Context: an optimization exercise on an open-source flow, tuned for small area and a short achievable clock period. The choices shown serve that exercise and are no tape-out recipe. Function not checked in this run: the RTL went through the layout flow alone.

### flow/design.v
module square_cell #(
	parameter J = 1
)(
	input  [J:0]   r,      
	input  [J-1:0] qn,     
	input  [1:0]   b,      
	output [J+1:0] nr,
	output [J:0]   nqn
);
	wire [J+2:0] d = {r, b} + {1'b1, qn, 2'b11};
	wire ge = ~d[J+2];
	assign nqn = {qn, ~ge};
	assign nr = ge ? d[J+1:0] : {r[J-1:0], b};
endmodule
module square_extractor #(
	parameter WIDTH = 32
)(
	input clk,     
	input rst_n,   
	input din_valid,
	input [2 * WIDTH - 1:0]radicand,
	output dout_valid,
	output [WIDTH - 1:0]dout,
	output [2 * WIDTH - 1:0]remainder
);
	wire [0:0] qn1;
	wire [1:0] r1;
	assign qn1 = ~(|radicand[63:62]);
	assign r1 = {radicand[63] & radicand[62], radicand[63] & ~radicand[62]};
	wire [61:0] x1 = radicand[61:0];
	wire [0:0] qn1_in = qn1;
	wire [1:0] r1_in = r1;
	wire [61:0] x1_in = x1;
	wire [1:0] qn2;
	wire [2:0] r2;
	square_cell #(.J(1)) u_row1 (.r(r1_in), .qn(qn1_in), .b(x1_in[61:60]), .nr(r2), .nqn(qn2));
	wire [59:0] x2 = x1_in[59:0];
	reg v_s0;
	reg [1:0] qn_s0;
	reg [2:0] r_s0;
	reg [59:0] x_s0;
	always @(posedge clk or negedge rst_n)
		if (!rst_n) v_s0 <= 1'b0;
		else v_s0 <= din_valid;
	always @(posedge clk) begin qn_s0 <= qn2; r_s0 <= r2; x_s0 <= x2; end
	wire [1:0] qn2_in = qn_s0;
	wire [2:0] r2_in = r_s0;
	wire [59:0] x2_in = x_s0;
	wire [2:0] qn3;
	wire [3:0] r3;
	square_cell #(.J(2)) u_row2 (.r(r2_in), .qn(qn2_in), .b(x2_in[59:58]), .nr(r3), .nqn(qn3));
	wire [57:0] x3 = x2_in[57:0];
	wire [2:0] qn3_in = qn3;
	wire [3:0] r3_in = r3;
	wire [57:0] x3_in = x3;
	wire [3:0] qn4;
	wire [4:0] r4;
	square_cell #(.J(3)) u_row3 (.r(r3_in), .qn(qn3_in), .b(x3_in[57:56]), .nr(r4), .nqn(qn4));
	wire [55:0] x4 = x3_in[55:0];
	reg v_s1;
	reg [3:0] qn_s1;
	reg [4:0] r_s1;
	reg [55:0] x_s1;
	always @(posedge clk or negedge rst_n)
		if (!rst_n) v_s1 <= 1'b0;
		else v_s1 <= v_s0;
	always @(posedge clk) begin qn_s1 <= qn4; r_s1 <= r4; x_s1 <= x4; end
	wire [3:0] qn4_in = qn_s1;
	wire [4:0] r4_in = r_s1;
	wire [55:0] x4_in = x_s1;
	wire [4:0] qn5;
	wire [5:0] r5;
	square_cell #(.J(4)) u_row4 (.r(r4_in), .qn(qn4_in), .b(x4_in[55:54]), .nr(r5), .nqn(qn5));
	wire [53:0] x5 = x4_in[53:0];
	wire [4:0] qn5_in = qn5;
	wire [5:0] r5_in = r5;
	wire [53:0] x5_in = x5;
	wire [5:0] qn6;
	wire [6:0] r6;
	square_cell #(.J(5)) u_row5 (.r(r5_in), .qn(qn5_in), .b(x5_in[53:52]), .nr(r6), .nqn(qn6));
	wire [51:0] x6 = x5_in[51:0];
	reg v_s2;
	reg [5:0] qn_s2;
	reg [6:0] r_s2;
	reg [51:0] x_s2;
	always @(posedge clk or negedge rst_n)
		if (!rst_n) v_s2 <= 1'b0;
		else v_s2 <= v_s1;
	always @(posedge clk) begin qn_s2 <= qn6; r_s2 <= r6; x_s2 <= x6; end
	wire [5:0] qn6_in = qn_s2;
	wire [6:0] r6_in = r_s2;
	wire [51:0] x6_in = x_s2;
	wire [6:0] qn7;
	wire [7:0] r7;
	square_cell #(.J(6)) u_row6 (.r(r6_in), .qn(qn6_in), .b(x6_in[51:50]), .nr(r7), .nqn(qn7));
	wire [49:0] x7 = x6_in[49:0];
	wire [6:0] qn7_in = qn7;
	wire [7:0] r7_in = r7;
	wire [49:0] x7_in = x7;
	wire [7:0] qn8;
	wire [8:0] r8;
	square_cell #(.J(7)) u_row7 (.r(r7_in), .qn(qn7_in), .b(x7_in[49:48]), .nr(r8), .nqn(qn8));
	wire [47:0] x8 = x7_in[47:0];
	reg v_s3;
	reg [7:0] qn_s3;
	reg [8:0] r_s3;
	reg [47:0] x_s3;
	always @(posedge clk or negedge rst_n)
		if (!rst_n) v_s3 <= 1'b0;
		else v_s3 <= v_s2;
	always @(posedge clk) begin qn_s3 <= qn8; r_s3 <= r8; x_s3 <= x8; end
	wire [7:0] qn8_in = qn_s3;
	wire [8:0] r8_in = r_s3;
	wire [47:0] x8_in = x_s3;
	wire [8:0] qn9;
	wire [9:0] r9;
	square_cell #(.J(8)) u_row8 (.r(r8_in), .qn(qn8_in), .b(x8_in[47:46]), .nr(r9), .nqn(qn9));
	wire [45:0] x9 = x8_in[45:0];
	reg v_s4;
	reg [8:0] qn_s4;
	reg [9:0] r_s4;
	reg [45:0] x_s4;
	always @(posedge clk or negedge rst_n)
		if (!rst_n) v_s4 <= 1'b0;
		else v_s4 <= v_s3;
	always @(posedge clk) begin qn_s4 <= qn9; r_s4 <= r9; x_s4 <= x9; end
	wire [8:0] qn9_in = qn_s4;
	wire [9:0] r9_in = r_s4;
	wire [45:0] x9_in = x_s4;
	wire [9:0] qn10;
	wire [10:0] r10;
	square_cell #(.J(9)) u_row9 (.r(r9_in), .qn(qn9_in), .b(x9_in[45:44]), .nr(r10), .nqn(qn10));
	wire [43:0] x10 = x9_in[43:0];
	reg v_s5;
	reg [9:0] qn_s5;
	reg [10:0] r_s5;
	reg [43:0] x_s5;
	always @(posedge clk or negedge rst_n)
		if (!rst_n) v_s5 <= 1'b0;
		else v_s5 <= v_s4;
	always @(posedge clk) begin qn_s5 <= qn10; r_s5 <= r10; x_s5 <= x10; end
	wire [9:0] qn10_in = qn_s5;
	wire [10:0] r10_in = r_s5;
	wire [43:0] x10_in = x_s5;
	wire [10:0] qn11;
	wire [11:0] r11;
	square_cell #(.J(10)) u_row10 (.r(r10_in), .qn(qn10_in), .b(x10_in[43:42]), .nr(r11), .nqn(qn11));
	wire [41:0] x11 = x10_in[41:0];
	reg v_s6;
	reg [10:0] qn_s6;
	reg [11:0] r_s6;
	reg [41:0] x_s6;
	always @(posedge clk or negedge rst_n)
		if (!rst_n) v_s6 <= 1'b0;
		else v_s6 <= v_s5;
	always @(posedge clk) begin qn_s6 <= qn11; r_s6 <= r11; x_s6 <= x11; end
	wire [10:0] qn11_in = qn_s6;
	wire [11:0] r11_in = r_s6;
	wire [41:0] x11_in = x_s6;
	wire [11:0] qn12;
	wire [12:0] r12;
	square_cell #(.J(11)) u_row11 (.r(r11_in), .qn(qn11_in), .b(x11_in[41:40]), .nr(r12), .nqn(qn12));
	wire [39:0] x12 = x11_in[39:0];
	reg v_s7;
	reg [11:0] qn_s7;
	reg [12:0] r_s7;
	reg [39:0] x_s7;
	always @(posedge clk or negedge rst_n)
		if (!rst_n) v_s7 <= 1'b0;
		else v_s7 <= v_s6;
	always @(posedge clk) begin qn_s7 <= qn12; r_s7 <= r12; x_s7 <= x12; end
	wire [11:0] qn12_in = qn_s7;
	wire [12:0] r12_in = r_s7;
	wire [39:0] x12_in = x_s7;
	wire [12:0] qn13;
	wire [13:0] r13;
	square_cell #(.J(12)) u_row12 (.r(r12_in), .qn(qn12_in), .b(x12_in[39:38]), .nr(r13), .nqn(qn13));
	wire [37:0] x13 = x12_in[37:0];
	reg v_s8;
	reg [12:0] qn_s8;
	reg [13:0] r_s8;
	reg [37:0] x_s8;
	always @(posedge clk or negedge rst_n)
		if (!rst_n) v_s8 <= 1'b0;
		else v_s8 <= v_s7;
	always @(posedge clk) begin qn_s8 <= qn13; r_s8 <= r13; x_s8 <= x13; end
	wire [12:0] qn13_in = qn_s8;
	wire [13:0] r13_in = r_s8;
	wire [37:0] x13_in = x_s8;
	wire [13:0] qn14;
	wire [14:0] r14;
	square_cell #(.J(13)) u_row13 (.r(r13_in), .qn(qn13_in), .b(x13_in[37:36]), .nr(r14), .nqn(qn14));
	wire [35:0] x14 = x13_in[35:0];
	reg v_s9;
	reg [13:0] qn_s9;
	reg [14:0] r_s9;
	reg [35:0] x_s9;
	always @(posedge clk or negedge rst_n)
		if (!rst_n) v_s9 <= 1'b0;
		else v_s9 <= v_s8;
	always @(posedge clk) begin qn_s9 <= qn14; r_s9 <= r14; x_s9 <= x14; end
	wire [13:0] qn14_in = qn_s9;
	wire [14:0] r14_in = r_s9;
	wire [35:0] x14_in = x_s9;
	wire [14:0] qn15;
	wire [15:0] r15;
	square_cell #(.J(14)) u_row14 (.r(r14_in), .qn(qn14_in), .b(x14_in[35:34]), .nr(r15), .nqn(qn15));
	wire [33:0] x15 = x14_in[33:0];
	reg v_s10;
	reg [14:0] qn_s10;
	reg [15:0] r_s10;
	reg [33:0] x_s10;
	always @(posedge clk or negedge rst_n)
		if (!rst_n) v_s10 <= 1'b0;
		else v_s10 <= v_s9;
	always @(posedge clk) begin qn_s10 <= qn15; r_s10 <= r15; x_s10 <= x15; end
	wire [14:0] qn15_in = qn_s10;
	wire [15:0] r15_in = r_s10;
	wire [33:0] x15_in = x_s10;
	wire [15:0] qn16;
	wire [16:0] r16;
	square_cell #(.J(15)) u_row15 (.r(r15_in), .qn(qn15_in), .b(x15_in[33:32]), .nr(r16), .nqn(qn16));
	wire [31:0] x16 = x15_in[31:0];
	reg v_s11;
	reg [15:0] qn_s11;
	reg [16:0] r_s11;
	reg [31:0] x_s11;
	always @(posedge clk or negedge rst_n)
		if (!rst_n) v_s11 <= 1'b0;
		else v_s11 <= v_s10;
	always @(posedge clk) begin qn_s11 <= qn16; r_s11 <= r16; x_s11 <= x16; end
	wire [15:0] qn16_in = qn_s11;
	wire [16:0] r16_in = r_s11;
	wire [31:0] x16_in = x_s11;
	wire [16:0] qn17;
	wire [17:0] r17;
	square_cell #(.J(16)) u_row16 (.r(r16_in), .qn(qn16_in), .b(x16_in[31:30]), .nr(r17), .nqn(qn17));
	wire [29:0] x17 = x16_in[29:0];
	reg v_s12;
	reg [16:0] qn_s12;
	reg [17:0] r_s12;
	reg [29:0] x_s12;
	always @(posedge clk or negedge rst_n)
		if (!rst_n) v_s12 <= 1'b0;
		else v_s12 <= v_s11;
	always @(posedge clk) begin qn_s12 <= qn17; r_s12 <= r17; x_s12 <= x17; end
	wire [16:0] qn17_in = qn_s12;
	wire [17:0] r17_in = r_s12;
	wire [29:0] x17_in = x_s12;
	wire [17:0] qn18;
	wire [18:0] r18;
	square_cell #(.J(17)) u_row17 (.r(r17_in), .qn(qn17_in), .b(x17_in[29:28]), .nr(r18), .nqn(qn18));
	wire [27:0] x18 = x17_in[27:0];
	reg v_s13;
	reg [17:0] qn_s13;
	reg [18:0] r_s13;
	reg [27:0] x_s13;
	always @(posedge clk or negedge rst_n)
		if (!rst_n) v_s13 <= 1'b0;
		else v_s13 <= v_s12;
	always @(posedge clk) begin qn_s13 <= qn18; r_s13 <= r18; x_s13 <= x18; end
	wire [17:0] qn18_in = qn_s13;
	wire [18:0] r18_in = r_s13;
	wire [27:0] x18_in = x_s13;
	wire [18:0] qn19;
	wire [19:0] r19;
	square_cell #(.J(18)) u_row18 (.r(r18_in), .qn(qn18_in), .b(x18_in[27:26]), .nr(r19), .nqn(qn19));
	wire [25:0] x19 = x18_in[25:0];
	reg v_s14;
	reg [18:0] qn_s14;
	reg [19:0] r_s14;
	reg [25:0] x_s14;
	always @(posedge clk or negedge rst_n)
		if (!rst_n) v_s14 <= 1'b0;
		else v_s14 <= v_s13;
	always @(posedge clk) begin qn_s14 <= qn19; r_s14 <= r19; x_s14 <= x19; end
	wire [18:0] qn19_in = qn_s14;
	wire [19:0] r19_in = r_s14;
	wire [25:0] x19_in = x_s14;
	wire [19:0] qn20;
	wire [20:0] r20;
	square_cell #(.J(19)) u_row19 (.r(r19_in), .qn(qn19_in), .b(x19_in[25:24]), .nr(r20), .nqn(qn20));
	wire [23:0] x20 = x19_in[23:0];
	reg v_s15;
	reg [19:0] qn_s15;
	reg [20:0] r_s15;
	reg [23:0] x_s15;
	always @(posedge clk or negedge rst_n)
		if (!rst_n) v_s15 <= 1'b0;
		else v_s15 <= v_s14;
	always @(posedge clk) begin qn_s15 <= qn20; r_s15 <= r20; x_s15 <= x20; end
	wire [19:0] qn20_in = qn_s15;
	wire [20:0] r20_in = r_s15;
	wire [23:0] x20_in = x_s15;
	wire [20:0] qn21;
	wire [21:0] r21;
	square_cell #(.J(20)) u_row20 (.r(r20_in), .qn(qn20_in), .b(x20_in[23:22]), .nr(r21), .nqn(qn21));
	wire [21:0] x21 = x20_in[21:0];
	reg v_s16;
	reg [20:0] qn_s16;
	reg [21:0] r_s16;
	reg [21:0] x_s16;
	always @(posedge clk or negedge rst_n)
		if (!rst_n) v_s16 <= 1'b0;
		else v_s16 <= v_s15;
	always @(posedge clk) begin qn_s16 <= qn21; r_s16 <= r21; x_s16 <= x21; end
	wire [20:0] qn21_in = qn_s16;
	wire [21:0] r21_in = r_s16;
	wire [21:0] x21_in = x_s16;
	wire [21:0] qn22;
	wire [22:0] r22;
	square_cell #(.J(21)) u_row21 (.r(r21_in), .qn(qn21_in), .b(x21_in[21:20]), .nr(r22), .nqn(qn22));
	wire [19:0] x22 = x21_in[19:0];
	reg v_s17;
	reg [21:0] qn_s17;
	reg [22:0] r_s17;
	reg [19:0] x_s17;
	always @(posedge clk or negedge rst_n)
		if (!rst_n) v_s17 <= 1'b0;
		else v_s17 <= v_s16;
	always @(posedge clk) begin qn_s17 <= qn22; r_s17 <= r22; x_s17 <= x22; end
	wire [21:0] qn22_in = qn_s17;
	wire [22:0] r22_in = r_s17;
	wire [19:0] x22_in = x_s17;
	wire [22:0] qn23;
	wire [23:0] r23;
	square_cell #(.J(22)) u_row22 (.r(r22_in), .qn(qn22_in), .b(x22_in[19:18]), .nr(r23), .nqn(qn23));
	wire [17:0] x23 = x22_in[17:0];
	reg v_s18;
	reg [22:0] qn_s18;
	reg [23:0] r_s18;
	reg [17:0] x_s18;
	always @(posedge clk or negedge rst_n)
		if (!rst_n) v_s18 <= 1'b0;
		else v_s18 <= v_s17;
	always @(posedge clk) begin qn_s18 <= qn23; r_s18 <= r23; x_s18 <= x23; end
	wire [22:0] qn23_in = qn_s18;
	wire [23:0] r23_in = r_s18;
	wire [17:0] x23_in = x_s18;
	wire [23:0] qn24;
	wire [24:0] r24;
	square_cell #(.J(23)) u_row23 (.r(r23_in), .qn(qn23_in), .b(x23_in[17:16]), .nr(r24), .nqn(qn24));
	wire [15:0] x24 = x23_in[15:0];
	reg v_s19;
	reg [23:0] qn_s19;
	reg [24:0] r_s19;
	reg [15:0] x_s19;
	always @(posedge clk or negedge rst_n)
		if (!rst_n) v_s19 <= 1'b0;
		else v_s19 <= v_s18;
	always @(posedge clk) begin qn_s19 <= qn24; r_s19 <= r24; x_s19 <= x24; end
	wire [23:0] qn24_in = qn_s19;
	wire [24:0] r24_in = r_s19;
	wire [15:0] x24_in = x_s19;
	wire [24:0] qn25;
	wire [25:0] r25;
	square_cell #(.J(24)) u_row24 (.r(r24_in), .qn(qn24_in), .b(x24_in[15:14]), .nr(r25), .nqn(qn25));
	wire [13:0] x25 = x24_in[13:0];
	reg v_s20;
	reg [24:0] qn_s20;
	reg [25:0] r_s20;
	reg [13:0] x_s20;
	always @(posedge clk or negedge rst_n)
		if (!rst_n) v_s20 <= 1'b0;
		else v_s20 <= v_s19;
	always @(posedge clk) begin qn_s20 <= qn25; r_s20 <= r25; x_s20 <= x25; end
	wire [24:0] qn25_in = qn_s20;
	wire [25:0] r25_in = r_s20;
	wire [13:0] x25_in = x_s20;
	wire [25:0] qn26;
	wire [26:0] r26;
	square_cell #(.J(25)) u_row25 (.r(r25_in), .qn(qn25_in), .b(x25_in[13:12]), .nr(r26), .nqn(qn26));
	wire [11:0] x26 = x25_in[11:0];
	reg v_s21;
	reg [25:0] qn_s21;
	reg [26:0] r_s21;
	reg [11:0] x_s21;
	always @(posedge clk or negedge rst_n)
		if (!rst_n) v_s21 <= 1'b0;
		else v_s21 <= v_s20;
	always @(posedge clk) begin qn_s21 <= qn26; r_s21 <= r26; x_s21 <= x26; end
	wire [25:0] qn26_in = qn_s21;
	wire [26:0] r26_in = r_s21;
	wire [11:0] x26_in = x_s21;
	wire [26:0] qn27;
	wire [27:0] r27;
	square_cell #(.J(26)) u_row26 (.r(r26_in), .qn(qn26_in), .b(x26_in[11:10]), .nr(r27), .nqn(qn27));
	wire [9:0] x27 = x26_in[9:0];
	reg v_s22;
	reg [26:0] qn_s22;
	reg [27:0] r_s22;
	reg [9:0] x_s22;
	always @(posedge clk or negedge rst_n)
		if (!rst_n) v_s22 <= 1'b0;
		else v_s22 <= v_s21;
	always @(posedge clk) begin qn_s22 <= qn27; r_s22 <= r27; x_s22 <= x27; end
	wire [26:0] qn27_in = qn_s22;
	wire [27:0] r27_in = r_s22;
	wire [9:0] x27_in = x_s22;
	wire [27:0] qn28;
	wire [28:0] r28;
	square_cell #(.J(27)) u_row27 (.r(r27_in), .qn(qn27_in), .b(x27_in[9:8]), .nr(r28), .nqn(qn28));
	wire [7:0] x28 = x27_in[7:0];
	reg v_s23;
	reg [27:0] qn_s23;
	reg [28:0] r_s23;
	reg [7:0] x_s23;
	always @(posedge clk or negedge rst_n)
		if (!rst_n) v_s23 <= 1'b0;
		else v_s23 <= v_s22;
	always @(posedge clk) begin qn_s23 <= qn28; r_s23 <= r28; x_s23 <= x28; end
	wire [27:0] qn28_in = qn_s23;
	wire [28:0] r28_in = r_s23;
	wire [7:0] x28_in = x_s23;
	wire [28:0] qn29;
	wire [29:0] r29;
	square_cell #(.J(28)) u_row28 (.r(r28_in), .qn(qn28_in), .b(x28_in[7:6]), .nr(r29), .nqn(qn29));
	wire [5:0] x29 = x28_in[5:0];
	reg v_s24;
	reg [28:0] qn_s24;
	reg [29:0] r_s24;
	reg [5:0] x_s24;
	always @(posedge clk or negedge rst_n)
		if (!rst_n) v_s24 <= 1'b0;
		else v_s24 <= v_s23;
	always @(posedge clk) begin qn_s24 <= qn29; r_s24 <= r29; x_s24 <= x29; end
	wire [28:0] qn29_in = qn_s24;
	wire [29:0] r29_in = r_s24;
	wire [5:0] x29_in = x_s24;
	wire [29:0] qn30;
	wire [30:0] r30;
	square_cell #(.J(29)) u_row29 (.r(r29_in), .qn(qn29_in), .b(x29_in[5:4]), .nr(r30), .nqn(qn30));
	wire [3:0] x30 = x29_in[3:0];
	reg v_s25;
	reg [29:0] qn_s25;
	reg [30:0] r_s25;
	reg [3:0] x_s25;
	always @(posedge clk or negedge rst_n)
		if (!rst_n) v_s25 <= 1'b0;
		else v_s25 <= v_s24;
	always @(posedge clk) begin qn_s25 <= qn30; r_s25 <= r30; x_s25 <= x30; end
	wire [29:0] qn30_in = qn_s25;
	wire [30:0] r30_in = r_s25;
	wire [3:0] x30_in = x_s25;
	wire [30:0] qn31;
	wire [31:0] r31;
	square_cell #(.J(30)) u_row30 (.r(r30_in), .qn(qn30_in), .b(x30_in[3:2]), .nr(r31), .nqn(qn31));
	wire [1:0] x31 = x30_in[1:0];
	reg v_s26;
	reg [30:0] qn_s26;
	reg [31:0] r_s26;
	reg [1:0] x_s26;
	always @(posedge clk or negedge rst_n)
		if (!rst_n) v_s26 <= 1'b0;
		else v_s26 <= v_s25;
	always @(posedge clk) begin qn_s26 <= qn31; r_s26 <= r31; x_s26 <= x31; end
	wire [30:0] qn31_in = qn_s26;
	wire [31:0] r31_in = r_s26;
	wire [1:0] x31_in = x_s26;
	wire [31:0] qn32;
	wire [32:0] r32;
	square_cell #(.J(31)) u_row31 (.r(r31_in), .qn(qn31_in), .b(x31_in[1:0]), .nr(r32), .nqn(qn32));
	reg v_s27;
	reg [31:0] qn_s27;
	reg [32:0] r_s27;
	always @(posedge clk or negedge rst_n)
		if (!rst_n) v_s27 <= 1'b0;
		else v_s27 <= v_s26;
	always @(posedge clk) begin qn_s27 <= qn32; r_s27 <= r32; end
	wire [31:0] qn32_in = qn_s27;
	wire [32:0] r32_in = r_s27;
	assign dout_valid = v_s27;
	assign dout = ~qn32_in;
	assign remainder = {31'b0, r32_in};
endmodule
### flow/run.sh
#!/bin/bash
# synth_recipe.tcl (not shown) runs the flow's synth.tcl, then flattens the netlist and writes it again
# the make line also repeats each setting of config.mk as NAME=value (left out here)
make -C /OpenROAD-flow-scripts/flow DESIGN_CONFIG=/design/flow/config.mk WORK_HOME=/design/flow/orfs CLKGATE_MAP_FILE= SYNTH_SCRIPT=/design/flow/synth_recipe.tcl finish
### flow/config.mk
export PLATFORM = sky130hd
export DESIGN_NAME = square_extractor
export DESIGN_NICKNAME = square_extractor
export VERILOG_FILES = /design/flow/design.v
export SDC_FILE = /design/flow/constraint.sdc
export NUM_CORES = 8
export LEC_CHECK = 0
export ABC_AREA = 1
export CAP_MARGIN = 20
export CORE_MARGIN = 2
export CORE_UTILIZATION = 40
export SETUP_SLACK_MARGIN = 3
export SLEW_MARGIN = 20
### flow/constraint.sdc
create_clock -name core_clock -period 5.5 [get_ports {clk}]
set_input_delay 1.1000 -clock core_clock [delete_from_list [all_inputs] [get_ports {clk}]]
set_output_delay 1.1000 -clock core_clock [all_outputs]
set_load 0.01 [all_outputs]
==> results_dict.tcl <==
set metrics [dict create \
    status "timing/DRC/antenna clean" \
    start_util_pct 40.2 \
    grt_util_all_layers_pct 19.7 \
    hold_end "x_s19[11]" \
    finalSetupTns_ns 0 \
    synthFlopType "dfxtp_1" \
    drive_above_1_share_pct 11.2 \
    hold_ws_ns 0.303 \
    fin_crit_sh_pct 51.6 \
    design.core.area_sq_um 178000 \
    final_core_util_pct 47.8 \
    syn_area_sq_um 71600 \
    grt_max_degree 54 \
    placementRows 155 \
    synthMuxAreaShare_pct 0 \
    synth-xor-area-share_pct 5.49 \
    maxCapViolations 0 \
    place_inst 10526 \
    worstPathArrival_ns 3.60 \
    synth_top_family_by_area "simple AND/OR/NAND/NOR gates" \
    synth-edff-count 0 \
    ant_nets 0 \
    regToRegStartpoint "r_s2[3]" \
    hp-class "flop to flop" \
    antenna_found_initial 2 \
    final_cells 11004 \
    path_cells "ha_4 -> nand2_2 -> nand2_2 -> a21oi_4 -> nand2_2 -> nand2_4 -> nand2_8 -> o21ai_4 -> ha_4 -> a21oi_4 -> o21bai_1 -> a21oi_2 -> nand3_2 -> nand2_4 -> nand2_1 -> nand2_1" \
    ctsHoldBuffers 0 \
    slowest_delay_ns 0.36 \
    cp_slowest_cell "dfxtp_4" \
    synthAdderAreaFrac_pct 9.23 \
    path_class "flop to flop" \
    die_y_um 427 \
    grt.overflow.total 0 \
    drcViolationCount 0 \
    first_pass_iters 9 \
    period_minus_slack_ns 2.84 \
    wl_mm 188 \
    clkTransAtPathRegs_ns 0.06 \
    fmax_mhz 352 \
    area_delta_synth_final_pct 18.9 \
    setup_violations 0 \
    wire_per_inst_um 17.1 \
    skew_ns 0.0444 \
    met2_wirelength_mm 87.1 \
    seq_area_frac_synth_pct 51.9 \
    grt_pass1_wl_mm 285 \
    synth_compound_area_share_pct 11.6 \
    crit_top_cell "nand2_2" \
    avgViaCountPerCell 4.99 \
    rrSetupSlack_ns 2.66 \
    hold_viol_final 0 \
    die_w_um 427 \
    setup.worst_path.start_class "flop" \
    reg2reg_depth 16 \
    slew_viol_final 0 \
    ys_types 55 \
    critPathTopFamily "simple AND/OR/NAND/NOR gates" \
    portBuffers 132 \
    cp.required_ns 6.26 \
    nets 9082 \
    path_buf_inv 0 \
    ys_warn_count 1 \
    relSlewSlack_pct 54.4 \
    dieArea_sq_um 182000 \
    synthCells 8129 \
    r2r_end "r_s3[8]" \
    rsz0062_at_grt "true" \
    synth-simple-area-share_pct 17.6 \
    htreeDepth 4 \
    cts_buffers 191 \
    endpoint_kind "flop" \
    hpwl_mm 141 \
    met3WireLength_mm 9.47 \
    cts_tree "yes" \
    async_flop_share_pct 1.52 \
    drt_iter0_markers 3526 \
    antenna_cells 0 \
    met1_length_mm 86.0 \
    gp_congestion 0.921 \
    hold_depth 0 \
    cts_root_buffer "clkbuf_16" \
    ioPinCount 164 \
    worstMarginPinSlew_ns 0.678 \
    cts_buffer_depth 3 \
    cts_sinks 1848 \
    worstPathMaxFanout 8 \
    postSynthAreaPerCell_sq_um 8.81 \
    clock_latency_ns 0.84 \
    first_global_vias 52409 \
    min_from "x_s18[11]" \
    synth_seq_cells 1848 \
    routed.top_layer "met4" \
    vias 54888 \
]
-- flip-flops by register name, summed over array words and instances (netlist names), 29 cells and up --
name    flops
x_s7       40
x_s0       60
r_s23      29
x_s1       56
x_s4       46
x_s12      30
r_s26      32
qn_s26     31
qn_s27     32
x_s9       36
x_s3       48
x_s5       44
x_s2       52
qn_s25     30
x_s10      34
x_s11      32
r_s27      33
x_s8       38
qn_s24     29
r_s24      30
x_s6       42
r_s25      31
-- metrics by stage --
step / worst slack [ns] / cell area [sq um]
6_report: 2.66 / 85100
5_1_grt: 2.54 / 85100
4_1_cts: 2.76 / 82900
3_5_place_dp: 2.20 / 75400
3_3_place_gp: 2.33 / 75400
2_1_floorplan: 2.89 / 71900
-- layer usage --
| layer | GRT usage [%] | vias up |
|---|---|---|
| met1 | 25.8 | 25319 |
| li1 | - | 27800 |
| met5 | 0 | - |
| met3 | 2.99 | 310 |
| met4 | 6.25 | 0 |
| met2 | 33.1 | 1459 |
-- cell usage after synthesis, types with 20 or more instances --
cell type | number | area, sq um
nand2_1 | 1998 | 7500
dfxtp_1 | 1820 | 36400
o21ai_0 | 612 | 3060
a21oi_1 | 583 | 2920
inv_1 | 566 | 2120
ha_1 | 528 | 6610
nor2_1 | 442 | 1660
nand3_1 | 324 | 1620
xor2_1 | 230 | 2010
xnor2_1 | 219 | 1920
nor3_1 | 104 | 521
nand4_1 | 99 | 619
o21ai_1 | 92 | 460
a21o_1 | 60 | 450
buf_2 | 53 | 265
buf_4 | 44 | 330
o21bai_1 | 39 | 293
o21a_1 | 31 | 233
nor4_1 | 29 | 181
dfrtp_1 | 28 | 701
a31oi_1 | 24 | 150
nand3b_1 | 24 | 180
a21boi_0 | 20 | 150
-- cell usage in the layout, fill, tap and decap left out, types with 55 or more instances in the layout --
| cell | count |
|---|---|
| a21o_1 | 60 |
| a21oi_1 | 536 |
| buf_2 | 57 |
| buf_4 | 70 |
| clkbuf_16 | 196 |
| clkdlybuf4s50_1 | 66 |
| dfxtp_1 | 1755 |
| ha_1 | 459 |
| inv_1 | 547 |
| nand2_1 | 1918 |
| nand2_2 | 55 |
| nand3_1 | 310 |
| nand4_1 | 99 |
| nor2_1 | 427 |
| nor3_1 | 94 |
| o21ai_0 | 515 |
| o21ai_1 | 143 |
| xnor2_1 | 219 |
| xor2_1 | 229 |
-- final cells by class --
| cell class | count | area [sq um] |
|---|---|---|
| Fill cell | 16877 | 93100 |
| Sequential cell | 1848 | 37200 |
| Multi-Input combinational cell | 5629 | 33900 |
| Clock buffer | 250 | 5400 |
| Tap cell | 2355 | 2950 |
| Inverter | 580 | 2290 |
| Timing Repair Buffer | 224 | 1910 |
| Clock inverter | 105 | 1330 |
| Timing Repair inverter | 13 | 90.1 |
-- cell families after synthesis --
logic type                 Yosys count
and+or+nand+nor                   3067
DFF                               1848
AOI/OAI and AO/OA                 1533
buffers and inverters              703
adders and majority gates          528
xor gates and xnor gates           449
other                                1
-- what timing repair did --
item	CTS	global route
gates cloned	15	21
pin swaps	41	83
setup buffers	33	54
gates resized for setup	518	370
endpoints found under the hold margin	0	0
setup endpoints to repair	523	484
-- how the worst max path moves through the flow --
| stage | end | cells past startpoint | slack (ns) | start |
|---|---|---|---|---|
| 2_1_floorplan | r_s2[5] | 21 | 2.89 | qn_s1[2] |
| 3_3_place_gp | r_s26[22] | 12 | 2.33 | x_s25[2] |
| 3_5_place_dp | r_s26[3] | 12 | 2.20 | x_s25[2] |
| 4_1_cts | r_s3[8] | 17 | 2.76 | r_s2[4] |
| 5_1_grt | r_s3[8] | 17 | 2.54 | r_s2[3] |
| 6_report | r_s3[8] | 16 | 2.66 | r_s2[3] |

==> what the ideal ports hide <==
In the flow no input, the clock included, has a driving cell. The finished layout below was timed again as built, in two steps.
Step 1 assumes that a clkbuf_16 drives the clock port and a buf_2 every other input.
Step 2 also shifts input and output timing later by t, the mid clock arrival at the registers, as if the neighbouring blocks saw the same clock.
a / b / c = no drivers / after step 1 / after step 2; a / b = the first two.
t (ns): 0.905
setup slack, ns: 2.662 / 2.662 / 2.586
hold WS [ns]: 0.303 / 0.303 / 0.303
latest minus earliest clock arrival (ns): 0.049 / 0.049
pins driven straight from the clock port: 1
After both steps this run still meets setup and hold. The setup slack of this run moves by 0.000 ns with the drivers and by -0.076 ns with both steps.
